This design comes from an exercise in tuning for small area on the open sky130 flow, not from production work. Function was checked by simulation only, so behaviour that the tests miss may differ from the original. Power is estimated from default activity; no workload was simulated.

==> flow/design.v (excerpt) <==
module busBridge3
  (i_CLK,
   i_rst,
   i_dataRx,
   i_strobeRx,
   o_dataTx,
   i_strobeTx,
   i_strobeSync,
   o_busAddr,
   o_busData,
   i_busData,
   o_busWe,
   o_busRe,
   i_busAck  
   );
Size in the first run: roughly 120 I/O pins, about 0.0070 mm² of cells after synthesis.
==> module busBridge3, before the edit <==
module busBridge3
  (i_CLK,
   i_rst,
   i_dataRx,
   i_strobeRx,
   o_dataTx,
   i_strobeTx,
   i_strobeSync,
   o_busAddr,
   o_busData,
   i_busData,
   o_busWe,
   o_busRe,
   i_busAck  
   );
   input wire   i_CLK;
   input wire   i_rst;  
   input wire [7:0] i_dataRx;
   input wire 	    i_strobeRx;
   output reg [7:0]  o_dataTx;
   input wire 	     i_strobeTx;
   input wire 	     i_strobeSync;
   output wire [31:0] o_busAddr;
   output wire [31:0] o_busData;
   input wire [31:0] i_busData;
   output reg 	     o_busWe;
   output reg 	     o_busRe;
   input wire 	     i_busAck;
   localparam [3:0] S_IDLE      = 4'd0;
   localparam [3:0] S_ADDRINC   = 4'd1;
   localparam [3:0] S_WORDWIDTH = 4'd2;
   localparam [3:0] S_NWORDS    = 4'd3;
   localparam [3:0] S_ADDRWRITE = 4'd4;
   localparam [3:0] S_WRITE     = 4'd5;
   localparam [3:0] S_ADDRREAD  = 4'd6;
   localparam [3:0] S_READ      = 4'd7;
   localparam [3:0] S_MARGIN    = 4'd8;
   reg [3:0] 	     state;
   reg [1:0] 	     byteIdx;       
   reg 		     pendingRead;
   reg [1:0] 	     marginPre;
   reg [15:0] 	     marginN;       
   wire [15:0] 	     margin = ~marginN;
   reg [15:0] 	     marginMin;
   reg [31:0] 	     shiftIn;
   reg [31:8] 	     shiftOutN;     
   wire [31:8] 	     shiftOut = ~shiftOutN;
   task setTx(input [31:0] x);
      begin
	 shiftOutN <= ~x[31:8];
	 o_dataTx <= x[7:0];
      end
   endtask
   reg [31:0] 	     addr;
   assign o_busAddr = addr;
   assign o_busData = shiftIn;
   reg [7:0] 	     config_addrIncN;     
   wire [7:0] 	     config_addrInc = ~config_addrIncN;
   reg [1:0] 	     config_wordwidthMinusOne;
   reg [15:0] 	     config_nWordsMinusOneN;     
   wire [15:0] 	     config_nWordsMinusOne = ~config_nWordsMinusOneN;
   reg [15:0] 	     countNWords;   
   wire 	     lastWord = countNWords == config_nWordsMinusOne;
   reg [1:0] 	     addrStep;      
   reg 		     addrCarry;
   wire 	     addrStep0 = addrStep == 2'd0;
   wire 	     addrStepping = o_busWe | o_busRe | ~addrStep0;
   wire [8:0] 	     addrSum = {1'b0, addr[7:0]} + {1'b0, config_addrInc & {8{addrStep0}}} + {8'd0, addrCarry & ~addrStep0};
   wire [31:0] 	     rxAddr = {i_dataRx, shiftIn[23:0]};
   reg [1:0] 	     lastIdx;
   always @(*) begin
      case (state)
	S_NWORDS: lastIdx = 2'd1;
	S_ADDRWRITE, S_ADDRREAD: lastIdx = 2'd3;
	S_WRITE, S_READ: lastIdx = config_wordwidthMinusOne;
	default: lastIdx = 2'd0;
      endcase
   end
   wire 	     lastByte = byteIdx == lastIdx;
   task doRead;
      begin
	 o_busRe <= 1'b1;
	 pendingRead <= 1'b1;
	 marginPre <= 2'd2;
	 marginN <= 16'hFFFF;
	 countNWords <= countNWords + 16'd1;
	 if (lastWord) begin
	    state <= S_IDLE;
	    countNWords <= 16'd0;
	 end else
	   state <= S_READ;
      end
   endtask
   always @(posedge i_CLK) begin
      o_busWe <= 1'b0;
      o_busRe <= 1'b0;
      if (marginPre != 2'd0)
	marginPre <= marginPre - 2'd1;
      else if (margin != 16'hFFFD)
	marginN <= ~(margin + 16'd1);
      if (addrStepping) begin
	 addr <= {addrSum[7:0], addr[31:8]};
	 addrCarry <= addrSum[8];
	 addrStep <= addrStep + 2'd1;
      end
      if (i_strobeTx) begin
	 setTx({8'd0, shiftOut});
	 if (pendingRead)
	   marginMin <= 16'd0;
	 else if (margin < marginMin)
	   marginMin <= margin;
      end
      if (i_busAck & pendingRead) begin
	 setTx(i_busData);
	 pendingRead <= 1'b0;
	 marginPre <= 2'd2;
	 marginN <= 16'hFFFF;
      end
      if (i_strobeRx) begin
	 case (byteIdx)
	   2'd0: shiftIn <= {24'd0, i_dataRx};
	   2'd1: shiftIn[15:8] <= i_dataRx;
	   2'd2: shiftIn[23:16] <= i_dataRx;
	   2'd3: shiftIn[31:24] <= i_dataRx;
	 endcase
	 byteIdx <= byteIdx + 2'd1;
	 if (lastByte) begin
	    byteIdx <= 2'd0;
	    case (state)
	      S_IDLE: begin
		 case (i_dataRx)
		   8'd1, 8'd2, 8'd3, 8'd4, 8'd6: state <= i_dataRx[3:0];
		   8'd5: state <= S_WRITE;
		   8'd7: doRead;
		   8'd8: begin
		      state <= S_MARGIN;
		      if (pendingRead) begin
			 setTx(32'd0);
			 pendingRead <= 1'b0;
		      end else
			setTx({16'd0, marginMin});
		      marginMin <= 16'hFFFD;
		   end
		   default: ;
		 endcase
	      end
	      S_ADDRWRITE: begin
		 addr <= rxAddr;
		 state <= S_WRITE;
	      end
	      S_ADDRREAD: begin
		 addr <= rxAddr;
		 doRead;
	      end
	      S_ADDRINC: begin
		 config_addrIncN <= ~(i_dataRx);
		 state <= S_IDLE;
	      end
	      S_WORDWIDTH: begin
		 config_wordwidthMinusOne <= i_dataRx[1:0];
		 state <= S_IDLE;
	      end
	      S_NWORDS: begin
		 config_nWordsMinusOneN <= ~({i_dataRx, shiftIn[7:0]});
		 state <= S_IDLE;
	      end
	      S_WRITE: begin
		 o_busWe <= 1'b1;
		 countNWords <= countNWords + 16'd1;
		 if (lastWord) begin
		    state <= S_IDLE;
		    countNWords <= 16'd0;
		 end
	      end
	      S_READ: doRead;
	      default: state <= S_IDLE;
	    endcase
	 end
      end
      if (i_strobeSync) begin
	 state <= S_IDLE;
	 byteIdx <= 2'd0;
	 pendingRead <= 1'b0;
	 countNWords <= 16'd0;
      end
      if (i_rst) begin
	 o_busWe <= 1'b0;
	 o_busRe <= 1'b0;
	 pendingRead <= 1'b0;
	 marginPre <= 2'd0;
	 marginN <= 16'h0002;
	 marginMin <= 16'hFFFD;
	 setTx(32'd0);
	 byteIdx <= 2'd0;
	 state <= S_IDLE;
	 addr <= 32'd0;
	 addrStep <= 2'd0;
	 config_addrIncN <= ~(8'd1);
	 config_wordwidthMinusOne <= 2'd3;
	 config_nWordsMinusOneN <= ~(16'd0);
	 countNWords <= 16'd0;
      end
   end
endmodule
==> flow/config.mk <==
export PLATFORM = sky130hd
export DESIGN_NAME = busBridge3
export DESIGN_NICKNAME = busBridge3
export VERILOG_FILES = /design/flow/design.v
export SDC_FILE = /design/flow/constraint.sdc
export NUM_CORES = 4
export LEC_CHECK = 0
export CAP_MARGIN = 20
export CORE_MARGIN = 2
export CORE_UTILIZATION = 40
export SLEW_MARGIN = 20
==> flow/constraint.sdc <==
create_clock -name core_clock -period 5.0 [get_ports {i_CLK}]
set_input_delay 1.0000 -clock core_clock [delete_from_list [all_inputs] [get_ports {i_CLK}]]
set_output_delay 1.0000 -clock core_clock [all_outputs]
set_load 0.01 [all_outputs]
standard.sh (not shown) runs the stock make flow with config.mk's settings and CLKGATE_MAP_FILE= SYNTH_SCRIPT=/design/flow/synth_recipe.tcl, a recipe that flattens the netlist after the stock synthesis.
==> flow/flow/run.sh <==
#!/bin/bash
# Own layout flow:
#  1. the standard synthesis, unchanged (standard.sh synth).
#  2. flow/resyn.sh re-maps the combinational logic of that netlist with several ABC scripts;
#     every flip-flop instance is kept as it is, with its name and cell type.
#  3. the standard layout steps on the smallest candidate netlist, except that the ports
#     are buffered with sky130_fd_sc_hd__buf_1 and CTS uses clkbuf_4/clkbuf_8 and no dummy
#     loads. If that layout misses timing, the next candidate is laid out instead, ending
#     with the standard synthesis's netlist itself.
# Each tool's output goes to a log file of its own in this folder.
set -euo pipefail
R=orfs/results/sky130hd/busBridge3/base
bash standard.sh synth > synth.log 2>&1
cp $R/1_2_yosys.v 1_2_yosys.standard.v
bash flow/resyn.sh 1_2_yosys.standard.v > resyn.log 2>&1
mv orfs orfs_synth
n=0
for C in $(cat resyn_cands.txt); do
  n=$((n + 1))
  rm -rf orfs
  cp -a orfs_synth orfs
  cp $C $R/1_2_yosys.v
  rm -f $R/1_synth.odb $R/1_synth.sdc
  echo "try $n: $C" >> tries.log
  if bash standard.sh synth > synth_odb_$n.log 2>&1 &&
     bash standard.sh \
       "BUFFER_PORTS_ARGS=-buffer_cell sky130_fd_sc_hd__buf_1" \
       "CTS_ARGS=-sink_clustering_enable -repair_clock_nets -dont_use_dummy_load -buf_list {sky130_fd_sc_hd__clkbuf_4 sky130_fd_sc_hd__clkbuf_8}" \
       finish > layout_$n.log 2>&1 &&
     python3 -c "
import json, sys
ws = json.load(open('orfs/logs/sky130hd/busBridge3/base/6_report.json'))['finish__timing__setup__ws']
print('setup ws', ws)
sys.exit(0 if ws >= 0.05 else 1)" >> tries.log; then
    echo "kept try $n" >> tries.log
    exit 0
  fi
  mv orfs orfs_try$n
done
echo "no candidate met timing" >> tries.log
exit 1
Other scripts of this flow, unchanged in this note and not shown: flow/flow/abc.constr, flow/flow/abc1.script, flow/flow/abc2.script, flow/flow/abc3.script, flow/flow/abc4.script, flow/flow/abc5.script, flow/flow/abc6.script, flow/flow/abc7.script, flow/flow/abc8.script, flow/flow/abc9.script, flow/flow/keeptop.py, flow/flow/pick.py, flow/flow/resyn.sh
The first run finished with timing, DRC and antenna clean.
Then changed:
--- a/flow/design.v
+++ b/flow/design.v
@@ -189,5 +189,4 @@
 	 o_busRe <= 1'b0;
 	 pendingRead <= 1'b0;
-	 marginPre <= 2'd0;
 	 marginN <= 16'h0002;
 	 marginMin <= 16'hFFFD;
After rerunning:
- The new run produced a clean layout
- worst hold slack is about the same
- worst setup slack gets better by 39 ps
- routed wire length falls by 2.5%
- power is higher by 11%
- clock-buffer cell count does not change
- cell count goes up by 0.55%
- synthesized area goes down by 0.43%
- first-iteration DRC count grows by 4.5%
- synthesized cell count rises by 0.71%
- via count increases by 0.42%
- core utilization hardly moves
- combinational power went up by 55%
- sequential share of layout area climbs by 0.18 points
- clock skew is lower by 4.2 ps

The RTL this note starts from:
==> flow/design.v <==
`default_nettype none
module busBridge3
  (i_CLK,
   i_rst,
   i_dataRx,
   i_strobeRx,
   o_dataTx,
   i_strobeTx,
   i_strobeSync,
   o_busAddr,
   o_busData,
   i_busData,
   o_busWe,
   o_busRe,
   i_busAck  
   );
   input wire   i_CLK;
   input wire   i_rst;  
   input wire [7:0] i_dataRx;
   input wire 	    i_strobeRx;
   output wire [7:0] o_dataTx;
   input wire 	     i_strobeTx;
   input wire 	     i_strobeSync;
   output wire [31:0] o_busAddr;
   output wire [31:0] o_busData;
   input wire [31:0] i_busData;
   output reg 	     o_busWe;
   output reg 	     o_busRe;
   input wire 	     i_busAck;
   localparam [3:0] S_IDLE      = 4'd0;
   localparam [3:0] S_ADDRINC   = 4'd1;
   localparam [3:0] S_WORDWIDTH = 4'd2;
   localparam [3:0] S_NWORDS    = 4'd3;
   localparam [3:0] S_ADDRWRITE = 4'd4;
   localparam [3:0] S_WRITE     = 4'd5;
   localparam [3:0] S_ADDRREAD  = 4'd6;
   localparam [3:0] S_READ      = 4'd7;
   localparam [3:0] S_MARGIN    = 4'd8;
   reg [3:0] 	     state;
   reg [1:0] 	     byteIdx;       
   reg 		     pendingRead;
   reg [1:0] 	     marginPre;
   reg [15:0] 	     margin;
   reg [15:0] 	     marginMin;
   reg [31:0] 	     shiftIn;
   reg [31:0] 	     shiftOut;
   assign o_dataTx = shiftOut[7:0];
   reg [31:0] 	     addr;
   assign o_busAddr = addr;
   assign o_busData = shiftIn;
   reg [7:0] 	     config_addrInc;
   reg [1:0] 	     config_wordwidthMinusOne;
   reg [15:0] 	     config_nWordsMinusOne;
   reg [15:0] 	     countNWords;   
   wire 	     lastWord = countNWords == config_nWordsMinusOne;
   wire [31:0] 	     rxAddr = {i_dataRx, shiftIn[23:0]};
   reg [1:0] 	     lastIdx;
   always @(*) begin
      case (state)
	S_NWORDS: lastIdx = 2'd1;
	S_ADDRWRITE, S_ADDRREAD: lastIdx = 2'd3;
	S_WRITE, S_READ: lastIdx = config_wordwidthMinusOne;
	default: lastIdx = 2'd0;
      endcase
   end
   wire 	     lastByte = byteIdx == lastIdx;
   task doRead;
      begin
	 o_busRe <= 1'b1;
	 pendingRead <= 1'b1;
	 marginPre <= 2'd2;
	 margin <= 16'd0;
	 countNWords <= countNWords + 16'd1;
	 if (lastWord) begin
	    state <= S_IDLE;
	    countNWords <= 16'd0;
	 end else
	   state <= S_READ;
      end
   endtask
   always @(posedge i_CLK) begin
      o_busWe <= 1'b0;
      o_busRe <= 1'b0;
      if (marginPre != 2'd0)
	marginPre <= marginPre - 2'd1;
      else if (margin != 16'hFFFD)
	margin <= margin + 16'd1;
      if (o_busWe | o_busRe)
	addr <= addr + {24'd0, config_addrInc};
      if (i_strobeTx) begin
	 shiftOut <= {8'd0, shiftOut[31:8]};
	 if (pendingRead)
	   marginMin <= 16'd0;
	 else if (margin < marginMin)
	   marginMin <= margin;
      end
      if (i_busAck & pendingRead) begin
	 shiftOut <= i_busData;
	 pendingRead <= 1'b0;
	 marginPre <= 2'd2;
	 margin <= 16'd0;
      end
      if (i_strobeRx) begin
	 case (byteIdx)
	   2'd0: shiftIn <= {24'd0, i_dataRx};
	   2'd1: shiftIn[15:8] <= i_dataRx;
	   2'd2: shiftIn[23:16] <= i_dataRx;
	   2'd3: shiftIn[31:24] <= i_dataRx;
	 endcase
	 byteIdx <= byteIdx + 2'd1;
	 if (lastByte) begin
	    byteIdx <= 2'd0;
	    case (state)
	      S_IDLE: begin
		 case (i_dataRx)
		   8'd1, 8'd2, 8'd3, 8'd4, 8'd6: state <= i_dataRx[3:0];
		   8'd5: state <= S_WRITE;
		   8'd7: doRead;
		   8'd8: begin
		      state <= S_MARGIN;
		      if (pendingRead) begin
			 shiftOut <= 32'd0;
			 pendingRead <= 1'b0;
		      end else
			shiftOut <= {16'd0, marginMin};
		      marginMin <= 16'hFFFD;
		   end
		   default: ;
		 endcase
	      end
	      S_ADDRWRITE: begin
		 addr <= rxAddr;
		 state <= S_WRITE;
	      end
	      S_ADDRREAD: begin
		 addr <= rxAddr;
		 doRead;
	      end
	      S_ADDRINC: begin
		 config_addrInc <= i_dataRx;
		 state <= S_IDLE;
	      end
	      S_WORDWIDTH: begin
		 config_wordwidthMinusOne <= i_dataRx[1:0];
		 state <= S_IDLE;
	      end
	      S_NWORDS: begin
		 config_nWordsMinusOne <= {i_dataRx, shiftIn[7:0]};
		 state <= S_IDLE;
	      end
	      S_WRITE: begin
		 o_busWe <= 1'b1;
		 countNWords <= countNWords + 16'd1;
		 if (lastWord) begin
		    state <= S_IDLE;
		    countNWords <= 16'd0;
		 end
	      end
	      S_READ: doRead;
	      default: state <= S_IDLE;
	    endcase
	 end
      end
      if (i_strobeSync) begin
	 state <= S_IDLE;
	 byteIdx <= 2'd0;
	 pendingRead <= 1'b0;
	 countNWords <= 16'd0;
      end
      if (i_rst) begin
	 o_busWe <= 1'b0;
	 o_busRe <= 1'b0;
	 pendingRead <= 1'b0;
	 marginPre <= 2'd0;
	 margin <= 16'hFFFD;
	 marginMin <= 16'hFFFD;
	 shiftOut <= 32'd0;
	 byteIdx <= 2'd0;
	 state <= S_IDLE;
	 addr <= 32'd0;
	 config_addrInc <= 8'd1;
	 config_wordwidthMinusOne <= 2'd3;
	 config_nWordsMinusOne <= 16'd0;
	 countNWords <= 16'd0;
      end
   end
endmodule
Settings: LEC_CHECK=0, CAP_MARGIN=20, CORE_MARGIN=2, CORE_UTILIZATION=40, SLEW_MARGIN=20; clock period 5.0 ns.
==> flow/flow/run.sh <==
#!/bin/bash
# Own layout flow:
#  1. the standard synthesis, unchanged (standard.sh synth).
#  2. The combinational logic of that netlist is re-mapped by ABC for area (resyn.sh);
#     every flip-flop instance is kept as it is, with its name and cell type.
#  3. the standard layout steps, except that the ports are buffered with
#     sky130_fd_sc_hd__buf_1 and CTS inserts no dummy loads.
# Each tool's output goes to a log file of its own in this folder.
set -euo pipefail
R=orfs/results/sky130hd/busBridge3/base
bash standard.sh synth > synth.log 2>&1
cp $R/1_2_yosys.v 1_2_yosys.standard.v
bash flow/resyn.sh 1_2_yosys.standard.v $R/1_2_yosys.v > resyn.log 2>&1
rm -f $R/1_synth.odb $R/1_synth.sdc
bash standard.sh synth > synth_odb.log 2>&1
bash standard.sh \
  "BUFFER_PORTS_ARGS=-buffer_cell sky130_fd_sc_hd__buf_1" \
  "CTS_ARGS=-sink_clustering_enable -repair_clock_nets -dont_use_dummy_load -buf_list {sky130_fd_sc_hd__clkbuf_4 sky130_fd_sc_hd__clkbuf_8}" \
  finish > layout.log 2>&1
Other scripts of this flow, unchanged in this note and not shown: flow/flow/abc.constr, flow/flow/keeptop.py, flow/flow/resyn.abc, flow/flow/resyn.sh
Then changed:
--- a/flow/design.v
+++ b/flow/design.v
@@ -19,5 +19,5 @@
    input wire [7:0] i_dataRx;
    input wire 	    i_strobeRx;
-   output wire [7:0] o_dataTx;
+   output reg [7:0]  o_dataTx;
    input wire 	     i_strobeTx;
    input wire 	     i_strobeSync;
@@ -44,6 +44,5 @@
    reg [15:0] 	     marginMin;
    reg [31:0] 	     shiftIn;
-   reg [31:0] 	     shiftOut;
-   assign o_dataTx = shiftOut[7:0];
+   reg [31:8] 	     shiftOut;
    reg [31:0] 	     addr;
    assign o_busAddr = addr;
@@ -54,4 +53,9 @@
    reg [15:0] 	     countNWords;   
    wire 	     lastWord = countNWords == config_nWordsMinusOne;
+   reg [1:0] 	     addrStep;      
+   reg 		     addrCarry;
+   wire 	     addrStep0 = addrStep == 2'd0;
+   wire 	     addrStepping = o_busWe | o_busRe | ~addrStep0;
+   wire [8:0] 	     addrSum = {1'b0, addr[7:0]} + {1'b0, config_addrInc & {8{addrStep0}}} + {8'd0, addrCarry & ~addrStep0};
    wire [31:0] 	     rxAddr = {i_dataRx, shiftIn[23:0]};
    reg [1:0] 	     lastIdx;
@@ -86,8 +90,11 @@
       else if (margin != 16'hFFFD)
 	margin <= margin + 16'd1;
-      if (o_busWe | o_busRe)
-	addr <= addr + {24'd0, config_addrInc};
+      if (addrStepping) begin
+	 addr <= {addrSum[7:0], addr[31:8]};
+	 addrCarry <= addrSum[8];
+	 addrStep <= addrStep + 2'd1;
+      end
       if (i_strobeTx) begin
-	 shiftOut <= {8'd0, shiftOut[31:8]};
+	 {shiftOut, o_dataTx} <= {8'd0, shiftOut};
 	 if (pendingRead)
 	   marginMin <= 16'd0;
@@ -96,5 +103,5 @@
       end
       if (i_busAck & pendingRead) begin
-	 shiftOut <= i_busData;
+	 {shiftOut, o_dataTx} <= i_busData;
 	 pendingRead <= 1'b0;
 	 marginPre <= 2'd2;
@@ -120,8 +127,8 @@
 		      state <= S_MARGIN;
 		      if (pendingRead) begin
-			 shiftOut <= 32'd0;
+			 {shiftOut, o_dataTx} <= 32'd0;
 			 pendingRead <= 1'b0;
 		      end else
-			shiftOut <= {16'd0, marginMin};
+			{shiftOut, o_dataTx} <= {16'd0, marginMin};
 		      marginMin <= 16'hFFFD;
 		   end
@@ -175,8 +182,9 @@
 	 margin <= 16'hFFFD;
 	 marginMin <= 16'hFFFD;
-	 shiftOut <= 32'd0;
+	 {shiftOut, o_dataTx} <= 32'd0;
 	 byteIdx <= 2'd0;
 	 state <= S_IDLE;
 	 addr <= 32'd0;
+	 addrStep <= 2'd0;
 	 config_addrInc <= 8'd1;
 	 config_wordwidthMinusOne <= 2'd3;
What happened: The changed run passed the timing, DRC and antenna checks; count of clock-buffer cells in the layout is unchanged; hold slack gains 12 ps; via count increases by 2.4%; worst setup slack gets better by 180 ps; fmax climbs by 4.8%; total power drops by 4.3%; cell area went up by 1.4%; utilization climbs by 0.49 points; clock power went up by about 0.8%.

what the ideal ports hide:
Ports are ideal in the flow. The routed layouts listed here were re-timed in OpenROAD. Step 1 (the two cells are an assumption about what drives the block):
set clk [get_ports {i_CLK}]
set_driving_cell -lib_cell sky130_fd_sc_hd__clkbuf_16 $clk
set_driving_cell -lib_cell sky130_fd_sc_hd__buf_2 [delete_from_list [all_inputs] $clk]
Step 2 also shifts input and output timing later by t, the mid clock arrival at the registers, as if the neighbouring blocks saw the same clock. Three values: no drivers, after step 1, after step 2; two values: the first two.
run	t, ns	setup WS [ns]	latest minus earliest clock arrival (ns)	worst data-port slew with drivers (ns)	pins driven straight from the clock port
the first run of note 1	0.491	0.579 / 0.579 / 0.092	0.045 / 0.045	0.05	1
the second run of note 1	0.478	0.617 / 0.617 / 0.207	0.032 / 0.032	0.05	1
the first run of note 2	0.488	1.130 / 1.130 / 0.911	0.042 / 0.043	0.06	1
the second run of note 2	0.495	1.308 / 1.321 / 0.825	0.041 / 0.041	0.07	1
After both steps setup and hold are still met in every run listed. For the first run of note 1, which loses most, drivers alone change the setup slack by 0.000 ns; drivers and shift together by -0.487 ns.
